What follows belongs to an exercise in optimizing a design on an open flow for small area; a production flow would make more cautious choices.
RTL that was checked went through simulation tests only; none was proved equivalent to the original.
For run 1, only the layout was checked, not whether the RTL still works.
Power is estimated from default activity; no workload was simulated.

==> design/flow/design.v <==
`default_nettype	none
module	seqcordic (
		input	wire			i_clk, i_reset, i_stb,
		input	wire	signed	[15:0]	i_yval,
		input	wire		[31:0]	i_nphase,	 
		output	reg			o_done,
		output	reg	[4:0]		o_cnt,
		output	reg	signed	[18:0]	o_xv, o_yv
	);
	reg	signed	[29:0]	ph;
	wire	[29:0]		cangle;
	wire			idle, load, dir;
	wire	[2:0]		q;
	wire			swap, neg;
	wire	[16:0]		ny;
	wire	[18:0]		ey, xs, ys, xn, yn;
	wire	[29:0]		phn;
	assign	idle = (o_cnt == 0);
	assign	load = i_stb && idle;
	assign	q    = i_nphase[31:29];
	assign	swap = q[1] ^ q[0];
	assign	neg  = q[2] ^ (q[1] | q[0]);
	cneg #(17) negy({ i_yval[15], i_yval }, neg, ny);
	assign	ey   = { ny, 2'b00 };
	assign	cangle =
		  ({(30){o_cnt == 5'd1}} & 30'h12e4051d)
		| ({(30){o_cnt == 5'd2}} & 30'h9fb385b)
		| ({(30){o_cnt == 5'd3}} & 30'h51111d4)
		| ({(30){o_cnt == 5'd4}} & 30'h28b0d43)
		| ({(30){o_cnt == 5'd5}} & 30'h145d7e1)
		| ({(30){o_cnt == 5'd6}} & 30'ha2f61e)
		| ({(30){o_cnt == 5'd7}} & 30'h517c55)
		| ({(30){o_cnt == 5'd8}} & 30'h28be53)
		| ({(30){o_cnt == 5'd9}} & 30'h145f2e)
		| ({(30){o_cnt == 5'd10}} & 30'ha2f98)
		| ({(30){o_cnt == 5'd11}} & 30'h517cc)
		| ({(30){o_cnt == 5'd12}} & 30'h28be6)
		| ({(30){o_cnt == 5'd13}} & 30'h145f3)
		| ({(30){o_cnt == 5'd14}} & 30'ha2f9)
		| ({(30){o_cnt == 5'd15}} & 30'h517c)
		| ({(30){o_cnt == 5'd16}} & 30'h28be)
		| ({(30){o_cnt == 5'd17}} & 30'h145f);
	assign	xs = (o_cnt == 18) ? 19'sh0 : (o_xv >>> o_cnt);
	assign	ys = o_yv >>> o_cnt;
	assign	dir = ph[29];
	add_csel #(19, 10) ax(o_xv, ys ^ {(19){!dir}}, !dir, xn);
	add_csel #(19, 10) ay(o_yv, xs ^ {(19){ dir}},  dir, yn);
	add_bk #(30, 5) ap(ph, cangle ^ {(30){!dir}}, !dir, phn);
	always @(posedge i_clk)
	if (load)
	begin
		o_xv <= swap ? ey : 19'h0;
		o_yv <= swap ? 19'h0 : ey;
		ph   <= i_nphase[29:0];
	end else begin
		o_xv <= xn;
		o_yv <= yn;
		ph   <= phn;
	end
	always @(posedge i_clk)
	if (i_reset)
		o_cnt <= 0;
	else if (idle)
		o_cnt <= { 4'h0, i_stb };
	else if (o_cnt == 19)
		o_cnt <= 0;
	else
		o_cnt <= o_cnt + 1;
	always @(posedge i_clk)
	if (i_reset)
		o_done <= 1'b0;
	else
		o_done <= (o_cnt == 19);
endmodule
module	add_rip #(parameter N = 16) (
		input	wire	[N-1:0]	i_a, i_b,
		input	wire		i_c,
		output	wire	[N-1:0]	o_s,
		output	wire		o_c
	);
	wire	[N:0]	c;
	genvar	k;
	assign	c[0] = i_c;
	generate for(k=0; k<N; k=k+1)
	begin : CARRY
		assign	c[k+1] = (i_a[k] & i_b[k]) | (c[k] & (i_a[k] ^ i_b[k]));
	end endgenerate
	assign	o_s = i_a ^ i_b ^ c[N-1:0];
	assign	o_c = c[N];
endmodule
module	add_csel #(parameter N = 24, L = 12) (
		input	wire	[N-1:0]	i_a, i_b,
		input	wire		i_c,
		output	wire	[N-1:0]	o_s
	);
	wire	[L-1:0]		sl;
	wire	[N-L-1:0]	s0, s1;
	wire			cl, c0, c1;
	add_rip #(L)   lo(i_a[L-1:0], i_b[L-1:0], i_c,  sl, cl);
	add_rip #(N-L) h0(i_a[N-1:L], i_b[N-1:L], 1'b0, s0, c0);
	add_rip #(N-L) h1(i_a[N-1:L], i_b[N-1:L], 1'b1, s1, c1);
	assign	o_s = { cl ? s1 : s0, sl };
endmodule
module	cneg #(parameter N = 17) (
		input	wire	[N-1:0]	i_v,
		input	wire		i_n,
		output	wire	[N-1:0]	o_v
	);
	wire	[N-1:0]	p;
	wire	[N:0]	c;
	genvar	k;
	assign	p = i_v ^ {(N){i_n}};
	assign	c[0] = i_n;
	generate for(k=0; k<N; k=k+1)
	begin : CARRY
		assign	c[k+1] = c[k] & p[k];
	end endgenerate
	assign	o_v = p ^ c[N-1:0];
endmodule
module	add_bk #(parameter N = 32, L = 5) (
		input	wire	[N-1:0]	i_a, i_b,
		input	wire		i_c,
		output	wire	[N-1:0]	o_s
	);
	wire	[N-1:0]		g0, p0;
	genvar	l, k;
	assign	g0 = (i_a & i_b) | ({ {(N-1){1'b0}}, i_c } & (i_a ^ i_b));
	assign	p0 = i_a ^ i_b;
	generate for(l=0; l<2*L-1; l=l+1)
	begin : LVL
		localparam	D = (l < L) ? (1<<l) : (1<<(2*L-2-l));
		wire	[N-1:0]	gi, pi, g, p;
		if (l == 0)
		begin : FIRST
			assign	gi = g0;
			assign	pi = p0;
		end else begin : NEXT
			assign	gi = LVL[l-1].g;
			assign	pi = LVL[l-1].p;
		end
		for(k=0; k<N; k=k+1)
		begin : BIT
			if ((l < L) ? ((k % (2*D)) == (2*D-1))
				: ((k >= 3*D-1) && (((k - (3*D-1)) % (2*D)) == 0)))
			begin : NODE_G
				assign	g[k] = gi[k] | (pi[k] & gi[k-D]);
				assign	p[k] = pi[k] & pi[k-D];
			end else begin : PASS_G
				assign	g[k] = gi[k];
				assign	p[k] = pi[k];
			end
		end
	end endgenerate
	assign	o_s = p0 ^ { LVL[2*L-2].g[N-2:0], i_c };
endmodule
`default_nettype	none
module	seqpolar (
		input	wire			i_clk, i_reset, i_stb,
		input	wire	signed	[15:0]	i_xval, i_yval,
		output	reg			o_done,
		output	reg		[31:0]	o_phase
	);
	reg		[22:0]	xv;
	reg		[27:4]	yh;
	reg		[31:0]	ph;
	wire		[31:0]	cangle;
	reg			idle, dir0, phc;
	reg		[4:0]	state;
	wire			pre_valid, last_state, below, nx, pm, cl, ch;
	wire		[16:0]	ax, ay;
	wire		[27:0]	ys, xm;
	wire		[27:3]	yr;
	wire		[22:0]	tmask;
	genvar			k;
	wire		[22:0]	xn;
	wire		[15:0]	pl, phh;
	assign	pre_valid  = !idle && (state == 0);
	assign	last_state = (state >= 30);
	assign	nx = i_xval[15];
	cneg #(17) negx({ i_xval[15], i_xval }, nx, ax);
	cneg #(17) negy({ i_yval[15], i_yval }, nx, ay);
	always @(posedge i_clk)
	if (i_reset)
		idle <= 1'b1;
	else if ((i_stb)&&(idle))
		idle <= 1'b0;
	else if (last_state)
		idle <= 1'b1;
	always @(posedge i_clk)
	if (i_reset)
		state <= 0;
	else if (idle)
		state <= 0;
	else if (last_state)
		state <= 0;
	else
		state <= state + 1;
	assign	cangle =
		  ({(32){state == 5'd0}} & 32'h20000000)
		| ({(32){state == 5'd1}} & 32'h12e4051d)
		| ({(32){state == 5'd2}} & 32'h9fb385b)
		| ({(32){state == 5'd3}} & 32'h51111d4)
		| ({(32){state == 5'd4}} & 32'h28b0d43)
		| ({(32){state == 5'd5}} & 32'h145d7e1)
		| ({(32){state == 5'd6}} & 32'ha2f61e)
		| ({(32){state == 5'd7}} & 32'h517c55)
		| ({(32){state == 5'd8}} & 32'h28be53)
		| ({(32){state == 5'd9}} & 32'h145f2e)
		| ({(32){state == 5'd10}} & 32'ha2f98)
		| ({(32){state == 5'd11}} & 32'h517cc)
		| ({(32){state == 5'd12}} & 32'h28be6)
		| ({(32){state == 5'd13}} & 32'h145f3)
		| ({(32){state == 5'd14}} & 32'ha2f9)
		| ({(32){state == 5'd15}} & 32'h517c)
		| ({(32){state == 5'd16}} & 32'h28be)
		| ({(32){state == 5'd17}} & 32'h145f)
		| ({(32){state == 5'd18}} & 32'ha2f)
		| ({(32){state == 5'd19}} & 32'h517)
		| ({(32){state == 5'd20}} & 32'h28b)
		| ({(32){state == 5'd21}} & 32'h145)
		| ({(32){state == 5'd22}} & 32'ha2)
		| ({(32){state == 5'd23}} & 32'h51)
		| ({(32){state == 5'd24}} & 32'h28)
		| ({(32){state == 5'd25}} & 32'h14)
		| ({(32){state == 5'd26}} & 32'ha)
		| ({(32){state == 5'd27}} & 32'h5)
		| ({(32){state == 5'd28}} & 32'h2)
		| ({(32){state == 5'd29}} & 32'h1);
	assign	below = pre_valid ? dir0 : yh[27];
	assign	ys = $signed({ yh, 4'h0 }) >>> { state, 1'b0 };
	generate for(k=0; k<23; k=k+1)
	begin : TMASK
		assign	tmask[k] = (state <= k);
	end endgenerate
	assign	xm = { 5'h0, xv & tmask };
	add_csel #(23, 12) axv(xv, ys[22:0] ^ {(23){ below}},  below, xn);
	add_csel #(25, 12) ayv({ yh, 1'b0 }, xm[27:3] ^ {(25){!below}}, !below, yr);
	assign	pm = below && !last_state;
	add_rip #(16) apl(ph[15:0],  cangle[15:0]  ^ {(16){pm}}, pm,  pl, cl);
	add_rip #(16) aph(ph[31:16], cangle[31:16] ^ {(16){pm}}, phc, phh, ch);
	always @(posedge i_clk)
	if ((i_stb)&&(idle))
	begin
		xv   <= { ax, 6'h0 };
		yh   <= { {(5){ay[16]}}, ay, 2'h0 };
		ph   <= { nx, 31'h0 };
		phc  <= 1'b0;
		dir0 <= i_xval[15] ^ i_yval[15];
	end else begin
		xv  <= xn;
		yh  <= { yr[27], yr[25:3] };
		ph  <= { phh, pl };
		phc <= cl;
	end
	always @(posedge i_clk)
	if (i_reset)
		o_done <= 1'b0;
	else
		o_done <= last_state;
	always @(posedge i_clk)
	if (i_reset)
		o_phase <= 0;
	else if (last_state)
		o_phase <= { phh, pl };
endmodule
`default_nettype	none
module	dblcordicpll (
		input	wire			i_clk,
		input	wire			i_reset,
		input	wire			i_ld,
		input	wire	[31:0]		i_step,
		input	wire			i_ce,
		input	wire	signed	[15:0]	i_input,
		input	wire	[4:0]		i_lgcoeff,
		output	wire	[15:0]		o_err
	);
	reg	[31:0]		r_phase, r_step;
	wire			pm_done;
	wire	[4:0]		pm_cnt;
	wire	[18:0]		pm_xv, pm_yv;
	reg	[15:0]		fil_sin, fil_cos, tripl_sin, tripl_cos;
	reg	[2:0]		shift_ce;
	wire			pd_done;
	wire	[31:0]		pd_phase;
	seqcordic
	phasemultiply(i_clk, i_reset, i_ce, i_input, ~r_phase,
			pm_done, pm_cnt, pm_xv, pm_yv);
	wire		tsel = (pm_cnt == 19);
	wire	[15:0]	tr;
	tripler	trip(tsel ? pm_yv : pm_xv, tsel ? fil_sin : fil_cos, tr);
	always @(posedge i_clk)
	if (pm_cnt == 18)
		tripl_cos <= tr;
	always @(posedge i_clk)
	if (tsel)
		tripl_sin <= tr;
	always @(posedge i_clk)
	if (i_reset)
		shift_ce <= 0;
	else
		shift_ce <= { shift_ce[1:0], pm_done };
	reg	[4:0]	lg_d;
	always @(posedge i_clk)
		lg_d <= i_lgcoeff;
	wire	[4:0]	lgf = shift_ce[1] ? i_lgcoeff : lg_d;
	wire	[15:0]	tsrc = shift_ce[1] ? tripl_cos : tripl_sin;
	wire	[15:0]	fsrc = shift_ce[1] ? fil_cos : fil_sin;
	wire		lsat = (lgf == 0) || lgf[4];
	wire	[16:0]	hsrc = $signed({ tsrc, 1'b0 }) >>> lgf[3:0];
	wire	[15:0]	usrc = lsat ? {(16){tsrc[15]}} : hsrc[15:0];
	wire	[15:0]	nfil;
	add_csel #(16, 8) afil(fsrc, usrc, 1'b0, nfil);
	always @(posedge i_clk)
	if (i_reset)
		fil_cos <= 0;
	else if (shift_ce[1])
		fil_cos <= nfil;
	always @(posedge i_clk)
	if (i_reset)
		fil_sin <= 0;
	else if (shift_ce[2])
		fil_sin <= nfil;
	seqpolar
	phasedet(i_clk, i_reset, shift_ce[2], fil_cos, nfil,
			pd_done, pd_phase);
	wire	[5:0]	log_beta = { i_lgcoeff, 1'b0 } + 6'd2;
	reg	[5:0]	sj;
	reg	[4:0]	scnt;
	reg		sact, sb;
	wire	[5:0]	sidx = sact ? sj : log_beta;
	wire		sf = sidx[5] ? pd_phase[31] : pd_phase[sidx[4:0]];
	wire		sbin = sact && sb;
	wire		sdiff = r_step[0] ^ sf ^ sbin;
	wire		sbout = (!r_step[0] && (sf || sbin)) || (sf && sbin);
	always @(posedge i_clk)
	if (i_reset)
		r_step <= 0;
	else if (i_ld)
		r_step <= i_step;
	else if (pd_done || sact)
		r_step <= { sdiff, r_step[31:1] };
	always @(posedge i_clk)
	if (i_reset || i_ld)
		sact <= 1'b0;
	else if (pd_done)
		sact <= 1'b1;
	else if (scnt == 31)
		sact <= 1'b0;
	always @(posedge i_clk)
	begin
		sb <= sbout;
		sj <= (sidx[5]) ? sidx : (sidx + 1);
		scnt <= (sact) ? (scnt + 1) : 5'd1;
	end
	wire	signed	[31:0]	phase_correction;
	wire	[31:0]		npc, csa_s, pnew;
	wire	[32:0]		csa_c;
	assign	phase_correction = $signed(pd_phase) >>> i_lgcoeff;
	assign	npc   = ~phase_correction;
	assign	csa_s = r_phase ^ r_step ^ npc;
	assign	csa_c = { (r_phase & r_step) | (r_phase & npc) | (r_step & npc), 1'b1 };
	add_bk #(32, 5) aph(csa_s, csa_c[31:0], 1'b0, pnew);
	always @(posedge i_clk)
	if (i_reset)
		r_phase <= 0;
	else if (pd_done)
		r_phase <= pnew;
	assign	o_err = pd_phase[31:16];
endmodule
module	tripler (
		input	wire	[18:0]	i_v,
		input	wire	[15:0]	i_f,
		output	wire	[15:0]	o_t
	);
	wire	[15:0]	r, d;
	wire		c0, c1, c2;
	add_rip #(16) ar(i_v[18:3], 16'h0, i_v[2] & (i_v[3] | i_v[1] | i_v[0]),
			r, c0);
	add_rip #(16) ad(r, ~i_f, 1'b1, d, c1);
	add_rip #(16) at(d, { d[15], d[15:1] }, 1'b0, o_t, c2);
endmodule
module	add_csel4 #(parameter N = 32, B = 8) (
		input	wire	[N-1:0]	i_a, i_b,
		output	wire	[N-1:0]	o_s
	);
	wire	[B-1:0]	s0, s1a, s1b, s2a, s2b, s3a, s3b;
	wire		c0, c1a, c1b, c2a, c2b, c3a, c3b, c1, c2;
	add_rip #(B) b0 (i_a[B-1:0],     i_b[B-1:0],     1'b0, s0,  c0);
	add_rip #(B) b1a(i_a[2*B-1:B],   i_b[2*B-1:B],   1'b0, s1a, c1a);
	add_rip #(B) b1b(i_a[2*B-1:B],   i_b[2*B-1:B],   1'b1, s1b, c1b);
	add_rip #(B) b2a(i_a[3*B-1:2*B], i_b[3*B-1:2*B], 1'b0, s2a, c2a);
	add_rip #(B) b2b(i_a[3*B-1:2*B], i_b[3*B-1:2*B], 1'b1, s2b, c2b);
	add_rip #(B) b3a(i_a[4*B-1:3*B], i_b[4*B-1:3*B], 1'b0, s3a, c3a);
	add_rip #(B) b3b(i_a[4*B-1:3*B], i_b[4*B-1:3*B], 1'b1, s3b, c3b);
	assign	c1 = c0 ? c1b : c1a;
	assign	c2 = c1 ? c2b : c2a;
	assign	o_s = { c2 ? s3b : s3a, c1 ? s2b : s2a, c0 ? s1b : s1a, s0 };
endmodule
==> design/flow/run.sh <==
#!/bin/bash
# synth_recipe.tcl (not shown) runs the flow's synth.tcl, then flattens the netlist and writes it again
# the make line also repeats each setting of config.mk as NAME=value (left out here)
make -C /OpenROAD-flow-scripts/flow DESIGN_CONFIG=/design/flow/config.mk WORK_HOME=/design/flow/orfs CLKGATE_MAP_FILE= SYNTH_SCRIPT=/design/flow/synth_recipe.tcl finish
==> design/flow/config.mk <==
export PLATFORM = sky130hd
export DESIGN_NAME = dblcordicpll
export DESIGN_NICKNAME = dblcordicpll
export VERILOG_FILES = /design/flow/design.v
export SDC_FILE = /design/flow/constraint.sdc
export NUM_CORES = 4
export LEC_CHECK = 0
export ABC_AREA = 1
export CAP_MARGIN = 20
export CORE_MARGIN = 2
export CORE_UTILIZATION = 40
export CTS_BUF_LIST = sky130_fd_sc_hd__clkbuf_8
export SLEW_MARGIN = 20
==> design/flow/constraint.sdc <==
create_clock -name core_clock -period 10.0 [get_ports {i_clk}]
set_input_delay 2.0000 -clock core_clock [delete_from_list [all_inputs] [get_ports {i_clk}]]
set_output_delay 2.0000 -clock core_clock [all_outputs]
set_load 0.01 [all_outputs]
==> results of run 1 <==
layout make-up:
type / count / share of cell area
Clock buffer: 83 / 0.03658
Inverter: 572 / 0.06874
Tap cell: 940 / 0.03766
Antenna cell: 1 / 0.00008012
Timing Repair Buffer: 137 / 0.03894
Clock inverter: 45 / 0.01138
Sequential cell: 343 / 0.2306
Multi-Input combinational cell: 2689 / 0.5760
where the power goes:
part / switching, mW / leakage [nW] / internal [mW]
logic: 2.99 / 11.1 / 2.22
clock network: 0.697 / 0.839 / 0.871
registers: 0.229 / 2.86 / 1.88
total: 3.92 / 14.8 / 4.97
synth_stat cells, types with 5 or more instances:
| cell type | n | area (sq um) |
|---|---|---|
| xnor2_1 | 64 | 560.5 |
| xor2_1 | 182 | 1594 |
| a21o_1 | 10 | 75.07 |
| nand3_1 | 91 | 455.4 |
| inv_2 | 10 | 37.54 |
| inv_1 | 557 | 2091 |
| o221ai_1 | 8 | 70.07 |
| o32ai_1 | 11 | 96.34 |
| buf_4 | 23 | 172.7 |
| o21ai_1 | 15 | 75.07 |
| nand4_1 | 18 | 112.6 |
| o21a_1 | 8 | 60.06 |
| dfxtp_1 | 310 | 6206 |
| o22ai_1 | 41 | 256.5 |
| nand2_2 | 21 | 131.4 |
| edfxtp_1 | 33 | 991.0 |
| mux2i_1 | 41 | 410.4 |
| clkbuf_1 | 132 | 495.5 |
| buf_1 | 14 | 52.55 |
| a21oi_1 | 187 | 935.9 |
| nor3_1 | 30 | 150.1 |
| a221oi_1 | 6 | 52.55 |
| nand2_1 | 657 | 2466 |
| ha_1 | 181 | 2265 |
| buf_2 | 38 | 190.2 |
| fa_1 | 172 | 3443 |
| nor2_2 | 5 | 31.28 |
| or2_2 | 14 | 87.58 |
| o21ai_0 | 561 | 2808 |
| nor2_1 | 240 | 900.9 |
| o211ai_1 | 34 | 255.2 |
| a31oi_1 | 32 | 200.2 |
| clkinv_1 | 5 | 18.77 |
| nor4_1 | 15 | 93.84 |
cell families after synthesis:
group,count (synthesis)
xor+xnor,246
fa+ha+maj,353
mux,42
compound gates,947
buf+inv,780
simple gates,1101
flops,343
flip-flops by register name, indices dropped and copies added (netlist names), 3 cells and up:
register	flops
phasemultiply.ph	30
tripl_sin	16
phasedet.o_phase	32
tripl_cos	16
phasedet.ph	32
lg_d	5
phasemultiply.o_yv	19
phasemultiply.o_cnt	5
scnt	5
sj	6
phasedet.state	5
r_phase	32
fil_sin	16
r_step	32
phasedet.yh	24
fil_cos	16
shift_ce	3
phasemultiply.o_xv	19
phasedet.xv	23
tightest hold or removal path, stage by stage (launching register included):
cell,delay [ns]
dfxtp_1,0.29
inv_1,0.04
nor2_1,0.03
layer usage:
metal,GRT usage,wire length (um),vias to the layer above
li1,-,-,12380
met5,0,0,-
met2,0.3554,36380,658
met1,0.3180,39370,11530
met4,0.06374,2126,0
met3,0.02868,3925,142
worst min path at each step:
stage,from,end,slack (ns),cells past startpoint
global placement,shift_ce[0],shift_ce[1],0.38,2
global route,phasemultiply.o_done,shift_ce[0],0.42,2
CTS,shift_ce[0],shift_ce[1],0.39,2
detailed placement,shift_ce[0],shift_ce[1],0.39,2
floorplan,scnt[0],scnt[0],0.38,1
finish,shift_ce[0],shift_ce[1],0.40,2
stage by stage:
stage	power, mW	utilization	cells	area (sq um)
floorplan	6.132	-	3812	28230
global placement	7.264	0.4253	4681	29730
detailed placement	7.369	0.4253	4681	29730
CTS	8.994	0.4467	4809	31230
global route	9.912	0.4468	4810	31230
finish	8.887	0.4468	4810	31230
==> metrics.yaml, run 1 <==
clock_tree:
  cts_max_level: 3
  cts_root_buf: "clkbuf_8"
  cts_buffers: 70
  post_cts_buffers: 0
  clock_sinks: 343
  cts_tree: "built"
  ctsResizeCount: 0
  postCtsHoldBufs: 0
  clock_path_buffers: 3
  clkTransAtPathRegs_ns: 0.06
  insertion_delay_ns: 0.67
sta:
  finalSetupTns_ns: 0
  fin_worst_skew_ns: 0.03960
  rsz0062_at_grt: "false"
  holdWs_ns: 0.3988
  fin_crit_ns: 9.315
  hold_violations: 0
  max_freq_mhz: 107.4
  maxSlewViolCount: 0
  relSlewSlack: 0.3454
  post-route-period-util: 0.9315
  fin_ws_ns: 0.6853
  finalSetupViolCount: 0
  tightest_slew_ns: 0.9819
critical_path:
  critPathRequiredTime_ns: 10.52
  worstReg2RegStart: "phasemultiply.o_cnt[4]"
  rrSetupSlack_ns: 0.69
  critical_path_class: "flip-flop to flip-flop"
  crit_arrival_ns: 9.84
  crit_end: "tripl_cos[14]"
  crit_slowest_cell: "o32ai_1"
  r2r-end: "tripl_cos[14]"
  startpoint_type: "flip-flop"
  critical-path-max-stage-delay_ns: 0.55
  end_kind: "flip-flop"
  cp.depth: 30
  crit_family: "adder cells"
  r2r.worst_path.cells: 30
  crit_buf_inv: 7
  cp_max_fo: 23
  crit_path_start: "phasemultiply.o_cnt[4]"
  critPathMostFrequentCell: "fa_1"
power_and_ir_drop:
  powerDensity_nw_per_um2: 284.5
  peakVddDrop_mv: 0.1755
  p_leak_nw: 14.79
detailed_routing:
  ant_nets: 0
  drt_wl_total_mm: 81.80
  via_count: 24700
  drtIter0Drc: 2035
  dr.pass1.iters: 6
  vias_per_cell: 5.136
  wl_per_cell_um: 17.01
  drc: 0
logic_synthesis:
  synth_top_flop_cell: "dfxtp_1"
  synth-edff-count: 33
  synth_compound_area_frac: 0.1833
  synth_warnings: 3
  synth_xor_area_frac: 0.07632
  synth_mux_area_frac: 0.01494
  synth_top_family_by_area: "adder cells"
  syn_inst: 3812
  seq_area_frac_synth: 0.2549
  synth_cell_types: 57
  syn_area_sq_um: 28230
  syn_area_per_cell_sq_um: 7.406
  synth_fa_ha_area_frac: 0.2022
  synthesis.nets: 4222
  synth_seq_cells: 343
  synthArstFlopShare: 0
  yosys.area_share.simple: 0.1596
grt:
  grt.total_usage: 0.2238
  grt_max_degree: 98
  grt_overflow: 0
  grt_pass1_vias: 23680
  grt_pass1_wl_mm: 131.5
  antenna_found_initial: 2
floorplan:
  coreArea_sq_um: 69910
  die_w_um: 269.7
  start_util: 0.4039
  die_h_um: 269.7
  die_area_sq_um: 72720
  ios: 73
  rows: 97
placed_design:
  routabilityCongestion: 0.9487
  dp_worst_setup_slack_ns: 0.3099
  dp_hpwl_mm: 62.98
  port_buffers: 72
cells_and_area:
  drive_gt1_frac: 0.06203
  most-common-layout-cells: "nand2_1, inv_1, o21ai_0"
  area_growth_pct: 10.63
  layout_commonest_cell: "nand2_1"
  seq_area_sq_um: 7202
  num-nets-final: 4223
  multi_input_area_sq_um: 17990
  n_fill_cell: 7305
job:
  drv_cap: 0
worst_hold_path:
  min_path_type: "flip-flop to flip-flop"
status:
  status: "complete, no violations"
==> run 2, diff against run 1 <==
--- a/design/flow/design.v
+++ b/design/flow/design.v
@@ -8,6 +8,7 @@
 		output	reg	signed	[18:0]	o_xv, o_yv
 	);
 	reg	signed	[29:0]	ph;
+	reg			phc;
 	wire	[29:0]		cangle;
 	wire			idle, load, dir;
 	wire	[2:0]		q;
@@ -15,6 +16,7 @@
 	wire	[16:0]		ny;
 	wire	[18:0]		ey, xs, ys, xn, yn;
 	wire	[29:0]		phn;
+	wire			pcl, pch;
 	assign	idle = (o_cnt == 0);
 	assign	load = i_stb && idle;
 	assign	q    = i_nphase[31:29];
@@ -42,20 +44,23 @@
 		| ({(30){o_cnt == 5'd17}} & 30'h145f);
 	assign	xs = (o_cnt == 18) ? 19'sh0 : (o_xv >>> o_cnt);
 	assign	ys = o_yv >>> o_cnt;
-	assign	dir = ph[29];
+	assign	dir = ph[29] ^ (phc && (&ph[28:16]));
 	add_csel #(19, 10) ax(o_xv, ys ^ {(19){!dir}}, !dir, xn);
 	add_csel #(19, 10) ay(o_yv, xs ^ {(19){ dir}},  dir, yn);
-	add_bk #(30, 5) ap(ph, cangle ^ {(30){!dir}}, !dir, phn);
+	add_rip #(16) apl(ph[15:0],  cangle[15:0]  ^ {(16){!dir}}, !dir, phn[15:0],  pcl);
+	add_rip #(14) aph(ph[29:16], cangle[29:16] ^ {(14){!dir}}, phc,  phn[29:16], pch);
 	always @(posedge i_clk)
 	if (load)
 	begin
 		o_xv <= swap ? ey : 19'h0;
 		o_yv <= swap ? 19'h0 : ey;
 		ph   <= i_nphase[29:0];
+		phc  <= 1'b0;
 	end else begin
 		o_xv <= xn;
 		o_yv <= yn;
 		ph   <= phn;
+		phc  <= pcl;
 	end
 	always @(posedge i_clk)
 	if (i_reset)
--- a/design/flow/config.mk
+++ b/design/flow/config.mk
@@ -10,4 +10,6 @@
 export CORE_MARGIN = 2
 export CORE_UTILIZATION = 40
 export CTS_BUF_LIST = sky130_fd_sc_hd__clkbuf_8
+export CTS_CLUSTER_DIAMETER = 50
+export CTS_CLUSTER_SIZE = 12
 export SLEW_MARGIN = 20
==> metrics.yaml, run 2 <==
status:
  status: "complete, no violations"  # unchanged
logic_synthesis:
  synth_top_flop_cell: "dfxtp_1"  # unchanged
  yosysTopAreaCell: "dfxtp_1"  # unchanged
  synthesis.nets: 4118  # was 4222
  synth_seq_cells: 344  # was 343
  yosysMostFrequentCell: "nand2_1"  # unchanged
  syn_area_sq_um: 27860  # was 28230 sq um
  synth_cell_types: 62  # was 57
  seq_area_frac_synth: 0.2591  # was 0.2549
  syn_area_per_cell_sq_um: 7.486  # was 7.406 sq um
  syn_inst: 3721  # was 3812
  synth-edff-count: 33  # unchanged
  yosys-top-cells-count: "nand2_1, o21ai_0, inv_1, dfxtp_1, nor2_1"  # unchanged
  netlist_top_cells_area: "dfxtp_1, fa_1, o21ai_0"  # unchanged
  synthArstFlopShare: 0  # unchanged
  synth_top_area_share: 0.2235  # was 0.2198
  synth_warnings: 3  # unchanged
worst_hold_path:
  min_path_type: "flip-flop to flip-flop"  # unchanged
  hold_depth: 2  # unchanged
  min-delay-start: "shift_ce[0]"  # unchanged
placed_design:
  dp_worst_setup_slack_ns: 0.5444  # was 0.3099 ns
  dp_hpwl_mm: 62.26  # was 62.98 mm
  dp_cells: 4577  # was 4681
  place_area_sq_um: 29300  # was 29730 sq um
  port_buffers: 72  # unchanged
  routabilityCongestion: 0.9501  # was 0.9487
floorplan:
  ios: 73  # unchanged
  die_w_um: 267.9  # was 269.7 um
  coreArea_sq_um: 68830  # was 69910 sq um
  start_util: 0.4047  # was 0.4039
  die_h_um: 267.9  # was 269.7 um
  rows: 96  # was 97
  die_area_sq_um: 71770  # was 72720 sq um
clock_tree:
  postCtsHoldBufs: 0  # unchanged
  clock_path_buffers: 3  # unchanged
  clkTransAtPathRegs_ns: 0.08  # was 0.06 ns
  cts_root_buf: "clkbuf_8"  # unchanged
  post_cts_buffers: 0  # unchanged
  insertion_delay_ns: 0.68  # was 0.67 ns
  cts_buffers: 50  # was 70
  ctsResizeCount: 0  # unchanged
  cts_max_level: 2  # was 3
  clock_sinks: 344  # was 343
  cts_tree: "built"  # unchanged
cells_and_area:
  layout_commonest_cell: "nand2_1"  # unchanged
  final_cells: 4674  # was 4810
  stdcell_area_sq_um: 30480  # was 31230 sq um
  drive_gt1_frac: 0.06902  # was 0.06203
  n_fill_cell: 7117  # was 7305
  num-nets-final: 4095  # was 4223
  most-common-layout-cells: "nand2_1, o21ai_0, inv_1"  # was nand2_1, inv_1, o21ai_0
  area_growth_pct: 9.410  # was 10.63%
power_and_ir_drop:
  peakVddDrop_mv: 0.1319  # was 0.1755 mV
  p_leak_nw: 14.04  # was 14.79 nW
  powerDensity_nw_per_um2: 274.4  # was 284.5 nW/um^2
critical_path:
  cp_max_fo: 14  # was 23
  cp.depth: 32  # was 30
  end_kind: "flip-flop"  # unchanged
  crit_slowest_cell: "nor2_2"  # was o32ai_1
  critPathMostFrequentCell: "fa_1"  # unchanged
  critical-path-max-stage-delay_ns: 0.47  # was 0.55 ns
  worstReg2RegStart: "phasemultiply.o_cnt[3]"  # was phasemultiply.o_cnt[4]
  crit_buf_inv: 8  # was 7
  critical_path_class: "flip-flop to flip-flop"  # unchanged
  r2r.worst_path.cells: 32  # was 30
  startpoint_type: "flip-flop"  # unchanged
  crit_family: "adder cells"  # unchanged
  crit_arrival_ns: 10.00  # was 9.84 ns
  crit_path_start: "phasemultiply.o_cnt[3]"  # was phasemultiply.o_cnt[4]
  critPathRequiredTime_ns: 10.55  # was 10.52 ns
detailed_routing:
  wl_per_cell_um: 17.19  # was 17.01 um
  drt_wl_total_mm: 80.34  # was 81.80 mm
  drc: 0  # unchanged
  dr.pass1.iters: 6  # unchanged
  vias_per_cell: 5.096  # was 5.136
  drtIter0Drc: 1583  # was 2035
  ant_nets: 0  # unchanged
  via_count: 23820  # was 24700
sta:
  post-route-period-util: 0.9453  # was 0.9315
  fin_ws_ns: 0.5467  # was 0.6853 ns
  hold_violations: 0  # unchanged
  fin_worst_skew_ns: 0.04786  # was 0.03960 ns
  rsz0062_at_grt: "false"  # unchanged
  relSlewSlack: 0.3180  # was 0.3454
  max_freq_mhz: 105.8  # was 107.4 MHz
  tightest_slew_ns: 1.023  # was 0.9819 ns
  finalSetupViolCount: 0  # unchanged
  maxSlewViolCount: 0  # unchanged
  finalSetupTns_ns: 0  # unchanged
  fin_crit_ns: 9.453  # was 9.315 ns
job:
  drv_cap: 0  # unchanged
grt:
  grt_pass1_vias: 23300  # was 23680
  grt_max_degree: 105  # was 98
  grt_overflow: 0  # unchanged
  antenna_found_initial: 6  # was 2
  grt.total_usage: 0.2251  # was 0.2238
  grt_pass1_wl_mm: 128.0  # was 131.5 mm
-- run 2: kinds of logic (layout without fill, tap and decap cells) --
kind of cell             count (synthesis)  in the layout  synth area share
AND/OR/NAND/NOR                       1078           1078            0.1615
buffers and inverters                  758            775            0.1071
multiplexers                            47             47           0.01689
AO/OA/AOI/OAI                          918            918            0.1786
adder cells (fa/ha/maj)                340            340            0.2026
XOR/XNOR                               236            236           0.07420
other                                    0              5                 0
flip-flops                             344            344            0.2591
-- run 2: cell type report --
| type | instances | area (sq um) | share of cell area |
|---|---|---|---|
| Multi-Input combinational cell | 2619 | 17680 | 0.5802 |
| Sequential cell | 344 | 7219 | 0.2369 |
| Antenna cell | 5 | 12.51 | 0.0004105 |
| Timing Repair Buffer | 132 | 1166 | 0.03826 |
| Inverter | 551 | 2068 | 0.06786 |
| Clock inverter | 37 | 406.6 | 0.01334 |
| Clock buffer | 55 | 757.0 | 0.02484 |
| Tap cell | 931 | 1165 | 0.03822 |
-- run 2: path summary, 6_finish.rpt --
path,to,slack [ns]
hold reg to reg,shift_ce[1],0.40
hold / removal,shift_ce[1],0.40
setup / recovery,tripl_sin[14],0.55
setup reg to reg,tripl_sin[14],0.55
-- run 2: worst min-delay path, stage by stage, from the launching register on --
cell,delay (ns)
dfxtp_1,0.30
inv_1,0.04
nor2_1,0.03
-- run 2: power by group --
| part | leakage (nW) | switching (mW) | internal (mW) |
|---|---|---|---|
| combinational | 10.6 | 2.84 | 2.08 |
| sequential | 2.87 | 0.209 | 1.89 |
| clock | 0.604 | 0.658 | 0.690 |
-- run 2: metrics by stage --
step	total power [mW]	hold slack, ns	utilization
global route	9.314	0.4154	0.4428
global placement	6.978	0.3824	0.4257
CTS	8.477	0.3979	0.4426
finish	8.362	0.3981	0.4428
detailed placement	7.085	0.3853	0.4257
floorplan	5.925	0.3838	-
-- run 2: routing by layer --
metal  part of all wire  vias to the layer above  routed length, um  GRT usage
met5            0.00016                        -                 13          0
met4              0.024                        2               1890    0.06613
met3              0.048                      123               3878    0.02978
met2               0.46                      558              36750     0.3714
met1               0.47                    11120              37810     0.3074
li1                   -                    12010                  -          -
==> run 3, diff against run 2 <==
--- a/design/flow/config.mk
+++ b/design/flow/config.mk
@@ -9,7 +9,7 @@
 export CAP_MARGIN = 20
 export CORE_MARGIN = 2
 export CORE_UTILIZATION = 40
-export CTS_BUF_LIST = sky130_fd_sc_hd__clkbuf_8
-export CTS_CLUSTER_DIAMETER = 50
-export CTS_CLUSTER_SIZE = 12
+export CTS_BUF_LIST = sky130_fd_sc_hd__clkbuf_16
+export CTS_CLUSTER_DIAMETER = 60
+export CTS_CLUSTER_SIZE = 20
 export SLEW_MARGIN = 20
==> metrics.yaml, run 3 <==
clock_tree:
  cts_max_level: 2  # unchanged
  clock_sinks: 344  # unchanged
  cts_buffers: 37  # was 50
  clock_path_buffers: 3  # unchanged
  postCtsHoldBufs: 0  # unchanged
  post_cts_buffers: 0  # unchanged
  cts_tree: "built"  # unchanged
  insertion_delay_ns: 0.58  # was 0.68 ns
  clkTransAtPathRegs_ns: 0.07  # was 0.08 ns
  ctsResizeCount: 0  # unchanged
  cts_root_buf: "clkbuf_16"  # was clkbuf_8
power_and_ir_drop:
  powerDensity_nw_per_um2: 276.1  # was 274.4 nW/um^2
  peakVddDrop_mv: 0.1368  # was 0.1319 mV
  p_leak_nw: 14.05  # was 14.04 nW
  total_power_mw: 8.437  # was 8.362 mW
sta:
  fin_worst_skew_ns: 0.02521  # was 0.04786 ns
  hold_violations: 0  # unchanged
  post-route-period-util: 0.9464  # was 0.9453
  finalSetupTns_ns: 0  # unchanged
  tightest_slew_ns: 1.023  # about the same
  rsz0062_at_grt: "false"  # unchanged
  maxSlewViolCount: 0  # unchanged
  relSlewSlack: 0.3183  # was 0.3180
  fin_crit_ns: 9.464  # was 9.453 ns
  finalSetupViolCount: 0  # unchanged
  max_freq_mhz: 105.7  # was 105.8 MHz
critical_path:
  crit_arrival_ns: 9.91  # was 10.00 ns
  rrSetupSlack_ns: 0.54  # was 0.55 ns
  crit_slowest_cell: "fa_1"  # was nor2_2
  cp_max_fo: 14  # unchanged
  r2r.worst_path.cells: 31  # was 32
  critPathRequiredTime_ns: 10.44  # was 10.55 ns
  end_kind: "flip-flop"  # unchanged
  critical-path-max-stage-delay_ns: 0.52  # was 0.47 ns
  r2r-end: "tripl_cos[14]"  # was tripl_sin[14]
  worstReg2RegStart: "phasemultiply.o_cnt[3]"  # unchanged
  startpoint_type: "flip-flop"  # unchanged
  critPathMostFrequentCell: "fa_1"  # unchanged
  critical_path_class: "flip-flop to flip-flop"  # unchanged
floorplan:
  start_util: 0.4047  # unchanged
  die_w_um: 267.9  # unchanged
  die_area_sq_um: 71770  # unchanged
  ios: 73  # unchanged
  coreArea_sq_um: 68830  # unchanged
  rows: 96  # unchanged
  die_h_um: 267.9  # unchanged
detailed_routing:
  vias_per_cell: 5.140  # was 5.096
  drtIter0Drc: 1615  # was 1583
  dr.pass1.iters: 6  # unchanged
  drt_wl_total_mm: 80.08  # was 80.34 mm
  wl_per_cell_um: 17.23  # was 17.19 um
  ant_nets: 0  # unchanged
  via_count: 23890  # was 23820
  drc: 0  # unchanged
cells_and_area:
  stdcell_area_sq_um: 30560  # was 30480 sq um
  drive_gt1_frac: 0.06354  # was 0.06902
  post-route-util: 0.4440  # was 0.4428
  most-common-layout-cells: "nand2_1, o21ai_0, inv_1"  # unchanged
  n_fill_cell: 7093  # was 7117
  final_cells: 4648  # was 4674
  layout_commonest_cell: "nand2_1"  # unchanged
  area_growth_pct: 9.707  # was 9.410%
  num-nets-final: 4082  # was 4095
logic_synthesis:
  synth-edff-count: 33  # unchanged
  seq_area_frac_synth: 0.2591  # unchanged
  synth_seq_cells: 344  # unchanged
  yosys-top-cells-count: "nand2_1, o21ai_0, inv_1, dfxtp_1, nor2_1"  # unchanged
  synthArstFlopShare: 0  # unchanged
  syn_area_per_cell_sq_um: 7.486  # unchanged
  synthesis.nets: 4118  # unchanged
  yosysTopAreaCell: "dfxtp_1"  # unchanged
  synth_cell_types: 62  # unchanged
  syn_inst: 3721  # unchanged
  netlist_top_cells_area: "dfxtp_1, fa_1, o21ai_0"  # unchanged
  synth_top_area_share: 0.2235  # unchanged
  syn_area_sq_um: 27860  # unchanged
  yosysMostFrequentCell: "nand2_1"  # unchanged
  synth_top_flop_cell: "dfxtp_1"  # unchanged
  synth_warnings: 3  # unchanged
grt:
  grt_overflow: 0  # unchanged
  antenna_found_initial: 4  # was 6
  grt_pass1_vias: 23090  # was 23300
  grt.total_usage: 0.2240  # was 0.2251
  grt_pass1_wl_mm: 127.5  # was 128.0 mm
  grt_max_degree: 105  # unchanged
status:
  status: "complete, no violations"  # unchanged
worst_hold_path:
  hold_depth: 2  # unchanged
  holdPathEnd: "shift_ce[1]"  # unchanged
  min-delay-start: "shift_ce[0]"  # unchanged
  min_path_type: "flip-flop to flip-flop"  # unchanged
placed_design:
  port_buffers: 72  # unchanged
  routabilityCongestion: 0.9501  # unchanged
  dp_hpwl_mm: 62.26  # unchanged
  dp_cells: 4577  # unchanged
  place_area_sq_um: 29300  # unchanged
job:
  drv_cap: 0  # unchanged
==> run 3: layer usage <==
metal | GRT usage | share of wire | routed length, um
met4 | 0.05949 | 0.022 | 1759
met5 | 0 | 0.00016 | 13
met3 | 0.02602 | 0.049 | 3909
met1 | 0.3082 | 0.47 | 37610
met2 | 0.3724 | 0.46 | 36780
==> run 3: layout make-up <==
class,count,area (sq um),area share
Timing Repair Buffer,132,1166,0.03816
Sequential cell,344,7219,0.2362
Multi-Input combinational cell,2619,17680,0.5786
Clock inverter,29,275.3,0.009008
Clock buffer,39,975.9,0.03194
Tap cell,931,1165,0.03812
Antenna cell,3,7.507,0.0002457
Inverter,551,2068,0.06768
==> run 3: cells by family (layout without fill, tap and decap cells) <==
logic type	Yosys count	after routing	synth area share
other	0	3	0
buffers and inverters	758	751	0.1071
XOR/XNOR	236	236	0.07420
AND/OR/NAND/NOR	1078	1078	0.1615
flip-flops	344	344	0.2591
multiplexers	47	47	0.01689
adder cells (fa/ha/maj)	340	340	0.2026
AO/OA/AOI/OAI	918	918	0.1786
==> run 3: worst max-delay path by stage <==
| stage | startpoint | to | slack [ns] | depth (start not counted) |
|---|---|---|---|---|
| 2_1_floorplan | phasedet.state[0] | phasedet.ph[31] | 1.01 | 33 |
| 3_3_place_gp | phasemultiply.o_cnt[3] | tripl_sin[14] | 0.63 | 28 |
| 3_5_place_dp | phasemultiply.o_cnt[3] | tripl_sin[14] | 0.54 | 32 |
| 4_1_cts | phasemultiply.o_cnt[3] | tripl_sin[14] | 0.50 | 30 |
| 5_1_grt | phasedet.state[3] | phasedet.xv[22] | 0.16 | 41 |
| 6_report | phasemultiply.o_cnt[3] | tripl_cos[14] | 0.54 | 31 |
==> run 3: per-stage QoR <==
step / worst slack [ns] / hold WS [ns]
6_report: 0.5362 / 0.4051
5_1_grt: 0.1616 / 0.4200
4_1_cts: 0.5018 / 0.4062
3_5_place_dp: 0.5444 / 0.3853
3_3_place_gp: 0.6293 / 0.3824
2_1_floorplan: 1.011 / 0.3838
==> run 3: power by group <==
group          switching (mW)  internal [mW]  leakage [nW]
Clock                   0.684          0.748         0.613
Sequential              0.209           1.89          2.87
Combinational            2.83           2.08          10.6
==> run 3: worst max-delay path: cells and delay by family (launching register included) <==
family          cells  cell delay, ns
fa+ha+maj          18            6.64
simple gates        5            1.16
compound gates      2            0.59
buf+inv             6            0.56
flops               1            0.38
==> run 4, diff against run 3 <==
==> design/flow/flow/run.sh (new file) <==
#!/bin/bash
# Layout flow: the standard layout (standard.sh: ORFS's synthesis and
# layout, unchanged), except that the input and output port buffers that
# global placement inserts (buffer_ports) use sky130_fd_sc_hd__buf_1 instead
# of the cell buffer_ports would pick by itself.
#
# make's output goes to make.log in this folder; each ORFS step keeps its own
# full log under orfs/logs/.
set -euo pipefail
export BUFFER_PORTS_ARGS="-buffer_cell sky130_fd_sc_hd__buf_1"
bash standard.sh finish > make.log 2>&1
==> design/flow/standard.sh (new file) <==
#!/bin/bash
# synth_recipe.tcl (not shown) runs the flow's synth.tcl, then flattens the netlist and writes it again
# the make line also repeats each setting of config.mk as NAME=value (left out here)
make -C /OpenROAD-flow-scripts/flow DESIGN_CONFIG=/design/flow/config.mk WORK_HOME=/design/flow/orfs CLKGATE_MAP_FILE= SYNTH_SCRIPT=/design/flow/synth_recipe.tcl "${@:-finish}"
--- a/design/flow/config.mk
+++ b/design/flow/config.mk
@@ -9,7 +9,7 @@
 export CAP_MARGIN = 20
 export CORE_MARGIN = 2
 export CORE_UTILIZATION = 40
-export CTS_BUF_LIST = sky130_fd_sc_hd__clkbuf_16
-export CTS_CLUSTER_DIAMETER = 60
-export CTS_CLUSTER_SIZE = 20
+export CTS_BUF_LIST = sky130_fd_sc_hd__clkbuf_8
+export CTS_CLUSTER_DIAMETER = 50
+export CTS_CLUSTER_SIZE = 12
 export SLEW_MARGIN = 20
removed: design/flow/run.sh
==> metrics.yaml, run 4 <==
status:
  status: "complete, no violations"  # unchanged
logic_synthesis:
  synth_top_area_share: 0.2235  # unchanged
  yosys-top-cells-count: "nand2_1, o21ai_0, inv_1, dfxtp_1, nor2_1"  # unchanged
  yosysTopAreaCell: "dfxtp_1"  # unchanged
  synth-edff-count: 33  # unchanged
  synth_xor_area_frac: 0.07420  # unchanged
  syn_area_per_cell_sq_um: 7.486  # unchanged
  synth_seq_cells: 344  # unchanged
  syn_area_sq_um: 27860  # unchanged
  synthesis.nets: 4118  # unchanged
  synth_mux_area_frac: 0.01689  # unchanged
  seq_area_frac_synth: 0.2591  # unchanged
  syn_inst: 3721  # unchanged
  synth_top_family_by_area: "adder cells"  # unchanged
  yosys.area_share.simple: 0.1615  # unchanged
  synth_compound_area_frac: 0.1786  # unchanged
  yosysMostFrequentCell: "nand2_1"  # unchanged
  synth_warnings: 3  # unchanged
  netlist_top_cells_area: "dfxtp_1, fa_1, o21ai_0"  # unchanged
  synthArstFlopShare: 0  # unchanged
  synth_fa_ha_area_frac: 0.2026  # unchanged
  synth_top_flop_cell: "dfxtp_1"  # unchanged
  synth_cell_types: 62  # unchanged
sta:
  fin_worst_skew_ns: 0.03303  # was 0.02521 ns
  holdWs_ns: 0.4119  # was 0.4051 ns
  relSlewSlack: 0.4075  # was 0.3183
  finalSetupViolCount: 0  # unchanged
  hold_violations: 0  # unchanged
  max_freq_mhz: 106.8  # was 105.7 MHz
  tightest_slew_ns: 0.8887  # was 1.023 ns
  post-route-period-util: 0.9367  # was 0.9464
  fin_crit_ns: 9.367  # was 9.464 ns
  rsz0062_at_grt: "false"  # unchanged
  maxSlewViolCount: 0  # unchanged
  finalSetupTns_ns: 0  # unchanged
floorplan:
  die_w_um: 267.9  # unchanged
  start_util: 0.4047  # unchanged
  die_area_sq_um: 71770  # unchanged
  coreArea_sq_um: 68830  # unchanged
  ios: 73  # unchanged
  die_h_um: 267.9  # unchanged
  rows: 96  # unchanged
cells_and_area:
  area_growth_pct: 7.762  # was 9.707%
  stdcell_area_sq_um: 30020  # was 30560 sq um
  n_fill_cell: 7241  # was 7093
  post-route-util: 0.4361  # was 0.4440
  layout_commonest_cell: "nand2_1"  # unchanged
  drive_gt1_frac: 0.06936  # was 0.06354
  most-common-layout-cells: "nand2_1, o21ai_0, inv_1"  # unchanged
  num-nets-final: 4093  # was 4082
placed_design:
  routabilityCongestion: 0.9766  # was 0.9501
  port_buffers: 72  # unchanged
  place_area_sq_um: 28830  # was 29300 sq um
  dp_hpwl_mm: 61.29  # was 62.26 mm
detailed_routing:
  via_count: 23770  # was 23890
  wl_per_cell_um: 16.93  # was 17.23 um
  drtIter0Drc: 1641  # was 1615
  vias_per_cell: 5.087  # was 5.140
  dr.pass1.iters: 6  # unchanged
  drc: 0  # unchanged
  drt_wl_total_mm: 79.11  # was 80.08 mm
  ant_nets: 0  # unchanged
critical_path:
  cp_max_fo: 19  # was 14
  crit_arrival_ns: 9.91  # about the same
  critPathMostFrequentCell: "fa_1"  # unchanged
  crit_slowest_cell: "dfxtp_1"  # was fa_1
  critical-path-max-stage-delay_ns: 0.52  # about the same
  crit_buf_inv: 6  # unchanged
  crit_family: "adder cells"  # unchanged
  critPathRequiredTime_ns: 10.54  # was 10.44 ns
  rrSetupSlack_ns: 0.63  # was 0.54 ns
  critical_path_class: "flip-flop to flip-flop"  # unchanged
  startpoint_type: "flip-flop"  # unchanged
  end_kind: "flip-flop"  # unchanged
grt:
  grt_pass1_wl_mm: 125.9  # was 127.5 mm
  grt_overflow: 0  # unchanged
  grt.total_usage: 0.2220  # was 0.2240
  grt_max_degree: 85  # was 105
  grt_pass1_vias: 22730  # was 23090
  antenna_found_initial: 9  # was 4
job:
  drv_cap: 0  # unchanged
power_and_ir_drop:
  total_power_mw: 8.324  # was 8.437 mW
  p_leak_nw: 13.85  # was 14.05 nW
  powerDensity_nw_per_um2: 277.3  # was 276.1 nW/um^2
  peakVddDrop_mv: 0.1306  # was 0.1368 mV
worst_hold_path:
  min_path_type: "flip-flop to flip-flop"  # unchanged
clock_tree:
  clock_path_buffers: 3  # unchanged
  cts_root_buf: "clkbuf_8"  # was clkbuf_16
  ctsResizeCount: 0  # unchanged
  clkTransAtPathRegs_ns: 0.08  # was 0.07 ns
  postCtsHoldBufs: 0  # unchanged
  cts_tree: "built"  # unchanged
  insertion_delay_ns: 0.67  # was 0.58 ns
  clock_sinks: 344  # unchanged
  post_cts_buffers: 0  # unchanged
  cts_buffers: 51  # was 37
  cts_max_level: 2  # unchanged
## run 4: area by class of cell
cell class	count	area [sq um]	share of cell area
antenna	8	20.02	0.0006669
multi-input combinational	2619	17680	0.5891
clock inverter	36	402.9	0.01342
clock buffer	55	757.0	0.02522
timing repair buffer	129	703.2	0.02343
tap	931	1165	0.03881
sequential	344	7219	0.2405
inverter	551	2068	0.06890
## run 4: path summary, 6_finish.rpt
kind / from / endpoint / cells after the start
min: phasemultiply.o_done / shift_ce[0] / 2
max: phasemultiply.o_cnt[3] / tripl_cos[14] / 31
min reg2reg: phasemultiply.o_done / shift_ce[0] / 2
max reg2reg: phasemultiply.o_cnt[3] / tripl_cos[14] / 31
## run 4: cell families after synthesis
family,after synthesis
AND/OR/NAND/NOR,1078
AO/OA/AOI/OAI,918
buffers and inverters,758
flip-flops,344
adder cells (fa/ha/maj),340
XOR/XNOR,236
multiplexers,47
## run 4: through the flow
step / setup slack [ns] / cells
floorplan: 1.011 / 3721
global placement: 0.7796 / 4573
detailed placement: 0.6539 / 4573
CTS: 0.6459 / 4664
global route: 0.06562 / 4673
finish: 0.6329 / 4673
## run 4: metal layers
metal,vias to the layer above,GRT usage,routed length [um],share of wire
met5,-,0,0,0
met4,0,0.07172,2284,0.029
met3,120,0.03079,3999,0.051
met2,562,0.3562,35910,0.45
met1,11070,0.3082,36920,0.47
li1,12020,-,-,-
## run 4: power by group
part           switching (mW)  internal (mW)
sequential              0.206           1.89
clock                   0.656          0.691
combinational            2.82           2.07
total                    3.68           4.65
## run 4: tightest hold or removal path: stages (launching register included)
cell     delay (ns)
dfxtp_1        0.31
inv_1          0.04
nor2_1         0.03
==> run 5, diff against run 4 <==
==> design/flow/flow/run.sh (replaced) <==
#!/bin/bash
# Layout flow: the standard layout (standard.sh: ORFS's synthesis and
# layout, unchanged) with two changes:
#  1. after the standard synthesis, its combinational cells are mapped a second
#     time by ABC, with ORFS's own area script and the platform's don't-use
#     list; every flip-flop, adder cell (fa/ha) and tie cell of the standard
#     synthesis is kept as it is, with its instance name and cell type;
#  2. the port buffers that global placement inserts (buffer_ports) use
#     sky130_fd_sc_hd__buf_1.
# Each tool's output goes to a log of its own in this folder (make_synth.log,
# yosys_reabc.log, make.log); ORFS keeps each step's log under orfs/logs/.
set -euo pipefail
export BUFFER_PORTS_ARGS="-buffer_cell sky130_fd_sc_hd__buf_1"
R=$PWD/orfs/results/$FLOW_PLATFORM/dblcordicpll/base
LIB=$FLOW_HOME/platforms/$FLOW_PLATFORM/lib/sky130_fd_sc_hd__tt_025C_1v80.lib
YOSYS=$FLOW_HOME/../tools/install/yosys/bin/yosys

bash standard.sh synth > make_synth.log 2>&1

cp "$R/1_2_yosys.v" "$R/1_2_yosys_standard.v"
KEEP=$(grep -oE '^\s*sky130_fd_sc_hd__(fa_|ha_|conb)\w*' "$R/1_2_yosys_standard.v" | sort -u | tr -d ' ' | tr '\n' ' ')
{
  echo "read_liberty -ignore_miss_func $LIB"
  echo "read_verilog $R/1_2_yosys_standard.v"
  echo "hierarchy -top $FLOW_TOP"
  echo "blackbox $KEEP"
  echo "flatten"
  echo "opt_clean -purge"
  echo -n "abc -liberty $LIB -script $PWD/flow/reabc.abc -D 10.0"
  for c in $(cat "$PWD/flow/dont_use.txt"); do echo -n " -dont_use $c"; done
  echo
  echo "opt_clean -purge"
  echo "setundef -zero"
  echo "hilomap -singleton -hicell sky130_fd_sc_hd__conb_1 HI -locell sky130_fd_sc_hd__conb_1 LO"
  echo "splitnets"
  echo "opt_clean -purge"
  echo "stat -liberty $LIB"
  echo "write_verilog -noattr -nohex -nodec $R/1_2_yosys.v"
} > reabc.ys
"$YOSYS" -s reabc.ys > yosys_reabc.log 2>&1
{
  echo "read_liberty -lib $LIB"
  echo "read_verilog $R/1_2_yosys.v"
  echo "hierarchy -check -top $FLOW_TOP"
  echo "check -assert"
} > reabc_check.ys
"$YOSYS" -s reabc_check.ys > yosys_reabc_check.log 2>&1

bash standard.sh finish > make.log 2>&1
==> design/flow/flow/dont_use.txt (new file) <==
sky130_fd_sc_hd__lpflow_bleeder_1
sky130_fd_sc_hd__lpflow_clkbufkapwr_1
sky130_fd_sc_hd__lpflow_clkbufkapwr_16
sky130_fd_sc_hd__lpflow_clkbufkapwr_2
sky130_fd_sc_hd__lpflow_clkbufkapwr_4
sky130_fd_sc_hd__lpflow_clkbufkapwr_8
sky130_fd_sc_hd__lpflow_clkinvkapwr_1
sky130_fd_sc_hd__lpflow_clkinvkapwr_16
sky130_fd_sc_hd__lpflow_clkinvkapwr_2
sky130_fd_sc_hd__lpflow_clkinvkapwr_4
sky130_fd_sc_hd__lpflow_clkinvkapwr_8
sky130_fd_sc_hd__lpflow_decapkapwr_12
sky130_fd_sc_hd__lpflow_decapkapwr_3
sky130_fd_sc_hd__lpflow_decapkapwr_4
sky130_fd_sc_hd__lpflow_decapkapwr_6
sky130_fd_sc_hd__lpflow_decapkapwr_8
sky130_fd_sc_hd__lpflow_inputiso0n_1
sky130_fd_sc_hd__lpflow_inputiso0p_1
sky130_fd_sc_hd__lpflow_inputiso1n_1
sky130_fd_sc_hd__lpflow_inputiso1p_1
sky130_fd_sc_hd__lpflow_inputisolatch_1
sky130_fd_sc_hd__lpflow_isobufsrc_1
sky130_fd_sc_hd__lpflow_isobufsrc_16
sky130_fd_sc_hd__lpflow_isobufsrc_2
sky130_fd_sc_hd__lpflow_isobufsrc_4
sky130_fd_sc_hd__lpflow_isobufsrc_8
sky130_fd_sc_hd__lpflow_isobufsrckapwr_16
sky130_fd_sc_hd__lpflow_lsbuf_lh_hl_isowell_tap_1
sky130_fd_sc_hd__lpflow_lsbuf_lh_hl_isowell_tap_2
sky130_fd_sc_hd__lpflow_lsbuf_lh_hl_isowell_tap_4
sky130_fd_sc_hd__lpflow_lsbuf_lh_isowell_4
sky130_fd_sc_hd__lpflow_lsbuf_lh_isowell_tap_1
sky130_fd_sc_hd__lpflow_lsbuf_lh_isowell_tap_2
sky130_fd_sc_hd__lpflow_lsbuf_lh_isowell_tap_4
sky130_fd_sc_hd__probe_p_8
sky130_fd_sc_hd__probec_p_8
==> design/flow/flow/reabc.abc (new file) <==
strash
dch
map -B 0.9
topo
stime -c
buffer -c
upsize -c
dnsize -c
==> metrics.yaml, run 5 <==
status:
  haltStage: "netlist read-in after synthesis"
  firstError: "[ERROR STA-0171] /design/flow/orfs/results/sky130hd/dblcordicpll/base/1_2_yosys.v line 2797, syntax error"
  status: "aborted with a tool error"  # was complete, no violations
logic_synthesis:
  synth_warnings: 3  # unchanged
==> run 6, diff against run 5 <==
--- a/design/flow/flow/run.sh
+++ b/design/flow/flow/run.sh
@@ -38,6 +38,9 @@
   echo "write_verilog -noattr -nohex -nodec $R/1_2_yosys.v"
 } > reabc.ys
 "$YOSYS" -s reabc.ys > yosys_reabc.log 2>&1
+# Yosys declares the nets that the (unknown to it) flip-flops drive as reg;
+# they are plain nets
+sed -i -E 's/^(\s*)reg /\1wire /' "$R/1_2_yosys.v"
 {
   echo "read_liberty -lib $LIB"
   echo "read_verilog $R/1_2_yosys.v"
==> metrics.yaml, run 6 <==
status:
  haltStage: "netlist read-in after synthesis"  # unchanged
  status: "aborted with a tool error"  # unchanged
  firstError: "[ERROR STA-0171] /design/flow/orfs/results/sky130hd/dblcordicpll/base/1_2_yosys.v line 19664, syntax error"  # was [ERROR STA-0171] /design/flow/orfs/results/sky130hd/dblcordicpll/base/1_2_yosys.v line 2797, syntax error
logic_synthesis:
  synth_warnings: 3  # unchanged
==> run 7, diff against run 6 <==
--- a/design/flow/flow/run.sh
+++ b/design/flow/flow/run.sh
@@ -18,7 +18,7 @@
 bash standard.sh synth > make_synth.log 2>&1
 
 cp "$R/1_2_yosys.v" "$R/1_2_yosys_standard.v"
-KEEP=$(grep -oE '^\s*sky130_fd_sc_hd__(fa_|ha_|conb)\w*' "$R/1_2_yosys_standard.v" | sort -u | tr -d ' ' | tr '\n' ' ')
+KEEP=$(grep -oE '^\s*sky130_fd_sc_hd__(df|edf|sdf|dl|fa_|ha_|conb)\w*' "$R/1_2_yosys_standard.v" | sort -u | tr -d ' ' | tr '\n' ' ')
 {
   echo "read_liberty -ignore_miss_func $LIB"
   echo "read_verilog $R/1_2_yosys_standard.v"
==> metrics.yaml, run 7 <==
status:
  status: "complete, no violations"  # was aborted with a tool error
detailed_routing:
  wl_per_cell_um: 17.74
  vias_per_cell: 5.197
  drtIter0Drc: 1623
  dr.pass1.iters: 5
  ant_nets: 0
  drt_wl_total_mm: 81.26
  via_count: 23800
  drc: 0
sta:
  maxSlewViolCount: 0
  finalSetupViolCount: 0
  relSlewSlack: 0.2708
  finalSetupTns_ns: 0
  hold_violations: 0
  rsz0062_at_grt: "false"
  post-route-period-util: 0.9366
  fin_crit_ns: 9.366
  max_freq_mhz: 106.8
  fin_ws_ns: 0.6342
  fin_worst_skew_ns: 0.02691
  tightest_slew_ns: 1.093
cells_and_area:
  post-route-util: 0.4398
  layout_commonest_cell: "nand2_1"
  area_growth_pct: 8.647
  most-common-layout-cells: "nand2_1, inv_1, o21ai_0"
  drive_gt1_frac: 0.08259
  num-nets-final: 4067
logic_synthesis:
  syn_area_per_cell_sq_um: 7.558
  syn_inst: 3603
  synth_warnings: 3  # unchanged
  syn_area_sq_um: 27230
  synthesis.nets: 4000
critical_path:
  worstReg2RegStart: "phasedet.state[0]"
  end_kind: "flip-flop"
  critPathRequiredTime_ns: 10.51
  r2r.worst_path.cells: 41
  startpoint_type: "flip-flop"
  critical_path_class: "flip-flop to flip-flop"
  critPathMostFrequentCell: "fa_1"
  crit_path_start: "phasedet.state[0]"
  rrSetupSlack_ns: 0.63
  critical-path-max-stage-delay_ns: 0.55
  crit_slowest_cell: "fa_1"
  r2r-end: "phasedet.xv[22]"
  crit_end: "phasedet.xv[22]"
  cp_max_fo: 15
  crit_arrival_ns: 9.87
worst_hold_path:
  min_path_type: "flip-flop to flip-flop"
power_and_ir_drop:
  powerDensity_nw_per_um2: 283.2
  peakVddDrop_mv: 0.1189
  p_leak_nw: 13.64
grt:
  grt.total_usage: 0.2319
  grt_pass1_vias: 23090
  grt_max_degree: 80
  grt_overflow: 0
  grt_pass1_wl_mm: 129.0
  antenna_found_initial: 3
clock_tree:
  clock_path_buffers: 3
  clkTransAtPathRegs_ns: 0.07
  cts_tree: "built"
  cts_buffers: 48
  cts_root_buf: "clkbuf_8"
  clock_sinks: 344
  cts_max_level: 2
  insertion_delay_ns: 0.66
floorplan:
  start_util: 0.4048
  rows: 95
  ios: 73
  coreArea_sq_um: 67280
  die_h_um: 264.9
  die_area_sq_um: 70180
  die_w_um: 264.9
placed_design:
  routabilityCongestion: 0.9452
  port_buffers: 72
  dp_worst_setup_slack_ns: 0.6332
  dp_hpwl_mm: 62.87
job:
  drv_cap: 0
[run 7: what timing repair did]
item | CTS | global route
endpoints found under the setup margin | 0 | 1
hold buffers | 0 | 0
buffers inserted | 0 | 0
gates resized for setup | 0 | 1
[run 7: worst min-delay path by stage]
stage | to | start | cells past startpoint
finish | shift_ce[1] | shift_ce[0] | 2
global route | shift_ce[0] | phasemultiply.o_done | 2
CTS | shift_ce[1] | shift_ce[0] | 2
detailed placement | shift_ce[1] | shift_ce[0] | 2
global placement | scnt[0] | scnt[0] | 1
floorplan | scnt[0] | scnt[0] | 1
[run 7: critical path, delay by kind of cell (launching register included)]
kind                     cells  cell delay [ns]
AO/OA/AOI/OAI                7             1.07
adder cells (fa/ha/maj)     13             5.35
buffers and inverters        7             0.62
AND/OR/NAND/NOR             10             1.03
flip-flops                   1             0.41
XOR/XNOR                     4             0.72
[run 7: per-layer routing]
metal | global-route usage | routed length, um | up-vias
li1 | - | - | 11910
met3 | 0.03502 | 4032 | 150
met4 | 0.07665 | 2728 | 2
met2 | 0.3766 | 36840 | 563
met5 | 0 | 11 | -
met1 | 0.3157 | 37650 | 11180
[run 7: metrics by stage]
step	power (mW)	std cells	hold slack, ns	cell area (sq um)
finish	8.379	4580	0.4005	29590
global route	9.313	4579	0.4285	29580
CTS	8.468	4578	0.4023	29570
detailed placement	7.151	4493	0.3884	28530
global placement	7.067	4493	0.3904	28530
floorplan	5.995	3603	0.3759	27230
[run 7: power breakdown]
| part | switching (mW) | internal [mW] |
|---|---|---|
| Sequential | 0.220 | 1.89 |
| Clock | 0.652 | 0.600 |
| Combinational | 2.90 | 2.13 |
[run 7: layout make-up]
class | count | area (sq um)
well taps | 873 | 1092
inverters | 581 | 2235
flip-flops and latches | 344 | 7221
clock buffers | 51 | 701.9
clock inverters | 34 | 337.8
repair buffers | 119 | 628.1
fillers | 6976 | 37690
diodes | 2 | 5.005
multi-input cells | 2576 | 17370

static timing again, ports no longer ideal:
How much do the figures lean on ideal ports? The routed layouts below were timed once more, with nothing changed but the port constraints.
Step 1, drivers: a clkbuf_16 drives i_clk and a buf_2 each remaining input, both assumed.
Step 2 moves the port delays by t, midway between the first and last clock arrival at a register: inputs arrive t later, outputs are due t later. That takes back most of the time a late clock gives input paths.
Slacks: ideal / step 1 / step 2; pairs: ideal / step 1.
run	t, ns	setup WS [ns]	cell pins on the clock port's net
run 1	0.716	0.685 / 0.685 / 0.243	1
run 2	0.716	0.547 / 0.547 / 0.547	1
run 3	0.629	0.536 / 0.536 / 0.536	1
run 4	0.712	0.633 / 0.633 / 0.633	1
run 7	0.701	0.634 / 0.634 / 0.634	1
After both steps every run listed still meets setup and hold. For run 1, which loses most, drivers alone change the setup slack by 0.000 ns; drivers and shift together by -0.442 ns.
